Background: an optimization exercise with open tools, aiming at small area and a short achievable clock period. Do not read the settings as production practice. Only simulation tests tie the RTL to the original design; equivalence was not proved. Power and IR drop assume default switching activity.

## TPU_optimized
module TPU_optimized #(
    parameter DEPTH     = 4,
    parameter BIT_WIDTH = 8,
    parameter ACC_WIDTH = 24
)
(
    input clk,
    input control,
    input [(BIT_WIDTH*DEPTH)-1:0] data_arr,
    input [(BIT_WIDTH*DEPTH)-1:0] wt_arr,
    output [(ACC_WIDTH*DEPTH)-1:0] acc_out
);
clock: 7.5 ns
lec_check: 0
cap_margin: 20
core_margin: 2
core_utilization: 40
setup_slack_margin: 4.1
slew_margin: 20
standard.sh (not shown) runs the stock make flow with config.mk's settings and CLKGATE_MAP_FILE= SYNTH_SCRIPT=/design/flow/synth_recipe.tcl, a recipe that flattens the netlist after the stock synthesis.
==> flow/flow/run.sh <==
#!/bin/bash
# Layout flow: the standard ORFS flow (standard.sh, unchanged synthesis), with
# the port buffers that placement inserts on every input and output made
# sky130_fd_sc_hd__buf_4 instead of the resizer's default delay-buffer choice.
# Each tool's full output stays in orfs/logs/; make's own output goes to
# flow_make.log in the work folder.
set -euo pipefail
export BUFFER_PORTS_ARGS="-buffer_cell sky130_fd_sc_hd__buf_4"
bash standard.sh > flow_make.log 2>&1
Then changed:
CTS_CLUSTER_DIAMETER = 80   (was not set)
CTS_CLUSTER_SIZE = 24   (was not set)
SETUP_SLACK_MARGIN = 3.95   (was 4.1)
Result: Total power is lower by 8.7%; via count falls by 0.53%; final area shrinks by 3.2%; non-clock buffer count came out lower by 6; die area is unchanged; combinational power is lower by about 0.7%; worst setup slack degrades by 110 ps; fmax is lower by 3.3%; routed wire length goes down by 1.7%.
Then changed:
PLACE_DENSITY = 0.72   (was not set)
SETUP_SLACK_MARGIN = 4.1   (was 3.95)
After rerunning: The new run finished clean. Core utilization went up by 0.29 points. Non-clock buffer count went up by 2. Setup slack improved by 76 ps. Total power went up slightly. Via count went up slightly. Area after synthesis stays the same. Final cell count barely changes.
Then changed:
CTS_CLUSTER_DIAMETER = not set   (was 80)
CTS_CLUSTER_SIZE = not set   (was 24)
PLACE_DENSITY = not set   (was 0.72)
SETUP_SLACK_MARGIN = 4.4   (was 4.1)
Effect:
- area after synthesis is unchanged
- global-route usage climbs by 1.6 points
- synthesized cell count is unchanged
Then changed:
CTS_CLUSTER_DIAMETER = 100   (was not set)
CTS_CLUSTER_SIZE = 30   (was not set)
SETUP_SLACK_MARGIN = 4.1   (was 4.4)
- setup slack is worse by 86 ps
- wire length came out lower by 9.8%
- area after synthesis does not change
- first-iteration DRC count came out lower by 0.88%
- total power came out lower by 17%
- count of clock-buffer cells in the layout came out lower by 58
- cell area came out lower by 7.6%
- die area stays the same
- global-route usage came out lower by 1.5 points
- final cell count came out lower by 3.0%

Starting RTL as in the previous note.
## TPU_optimized
module TPU_optimized #(
    parameter DEPTH     = 4,
    parameter BIT_WIDTH = 8,
    parameter ACC_WIDTH = 24
)
(
    input clk,
    input control,
    input [(BIT_WIDTH*DEPTH)-1:0] data_arr,
    input [(BIT_WIDTH*DEPTH)-1:0] wt_arr,
    output [(ACC_WIDTH*DEPTH)-1:0] acc_out
);
Settings: LEC_CHECK=0, CAP_MARGIN=20, CORE_MARGIN=2, CORE_UTILIZATION=40, CTS_CLUSTER_DIAMETER=80, CTS_CLUSTER_SIZE=24, SETUP_SLACK_MARGIN=4.1, SLEW_MARGIN=20, TNS_END_PERCENT=5; clock period 7.5 ns.
Scripts as last shown in full above: flow/flow/run.sh
Edit:
==> flow/run.sh (new file) <==
#!/bin/bash
# synth_recipe.tcl (not shown) runs the flow's synth.tcl, then flattens the netlist and writes it again
# the make line also repeats each setting of config.mk as NAME=value (left out here)
make -C /OpenROAD-flow-scripts/flow DESIGN_CONFIG=/design/flow/config.mk WORK_HOME=/design/flow/orfs CLKGATE_MAP_FILE= SYNTH_SCRIPT=/design/flow/synth_recipe.tcl finish
CTS_BUF_LIST = sky130_fd_sc_hd__clkbuf_4 sky130_fd_sc_hd__clkbuf_8   (was default)
CTS_CLUSTER_DIAMETER = default   (was 80)
CTS_CLUSTER_SIZE = default   (was 24)
SETUP_SLACK_MARGIN = 3.9   (was 4.1)
TNS_END_PERCENT = default   (was 5)
removed: flow/flow/run.sh
removed: flow/standard.sh
The new run produced a clean layout.
Sequential share of layout area shrinks by 1.2 points.
Cell area goes up by 4.1%.
Routed wire length increases by 4.0%.
Total power came out higher by 8.7%.
Worst setup slack degrades by 0.10 ns.
Clock skew stays flat.
Synthesized cell count stays the same.
Hold slack gets worse by 0.011 ns.
Non-clock buffer count grows by 9.
Clock-buffer cell count increases by 120.
Utilization goes up by 1.8 points.
Edit:
==> flow/flow/run.sh (new file) <==
#!/bin/bash
# Layout flow: the standard ORFS flow (standard.sh, unchanged synthesis), with
# the port buffers that placement inserts on every input and output made
# sky130_fd_sc_hd__buf_4 instead of the resizer's default delay-buffer choice.
# Each tool's full output stays in orfs/logs/; make's own output goes to
# flow_make.log in the work folder.
set -euo pipefail
export BUFFER_PORTS_ARGS="-buffer_cell sky130_fd_sc_hd__buf_4"
bash standard.sh > flow_make.log 2>&1
==> flow/standard.sh (new file) <==
#!/bin/bash
# synth_recipe.tcl (not shown) runs the flow's synth.tcl, then flattens the netlist and writes it again
# the make line also repeats each setting of config.mk as NAME=value (left out here)
make -C /OpenROAD-flow-scripts/flow DESIGN_CONFIG=/design/flow/config.mk WORK_HOME=/design/flow/orfs CLKGATE_MAP_FILE= SYNTH_SCRIPT=/design/flow/synth_recipe.tcl "${@:-finish}"
CTS_BUF_LIST = default   (was sky130_fd_sc_hd__clkbuf_4 sky130_fd_sc_hd__clkbuf_8)
CTS_CLUSTER_DIAMETER = 80   (was default)
CTS_CLUSTER_SIZE = 24   (was default)
SETUP_SLACK_MARGIN = 4.1   (was 3.9)
removed: flow/run.sh
The new run completed with no timing, DRC or antenna violations.
Cell area went down by a few percent.
Setup slack improved by 0.22 ns.
Final cell count went down by a few percent.
Total power went down by a little under a tenth.
Wire length went down by a few percent.
Die area does not change.

## static timing again, ports no longer ideal
The flow's constraints put no driver on any port. The routed layouts listed below were extracted and timed again, unchanged, in two steps. Step 1 (the two cells are an assumption about what drives the block):
set clk [get_ports {clk}]
set_driving_cell -lib_cell sky130_fd_sc_hd__clkbuf_16 $clk
set_driving_cell -lib_cell sky130_fd_sc_hd__buf_2 [delete_from_list [all_inputs] $clk]
Step 2 moves the port delays by t, midway between the first and last clock arrival at a register: inputs arrive t later, outputs are due t later. That takes back most of the time a late clock gives input paths. a / b / c = no drivers / after step 1 / after step 2; a / b = the first two.
run	shift t [ns]	setup slack, ns	worst slew at a driven data input, ns
the first run of note 1	0.694	4.164 / 4.164 / 3.472	0.09
the second run of note 1	0.679	4.051 / 4.058 / 3.401	0.10
the third run of note 1	0.685	4.127 / 4.127 / 3.473	0.11
the fourth run of note 1	0.688	4.256 / 4.030 / 3.342	0.32
the fifth run of note 1	0.715	4.170 / 4.181 / 3.467	0.09
the first run of note 2	0.702	4.057 / 4.076 / 3.374	0.08
the second run of note 2	0.811	3.953 / 3.981 / 3.169	0.10
the third run of note 2	0.680	4.174 / 4.159 / 3.479	0.09
After both steps every run listed still meets setup and hold. The setup slack of the fourth run of note 1, which loses most, moves by -0.226 ns with the drivers and by -0.914 ns with both steps.
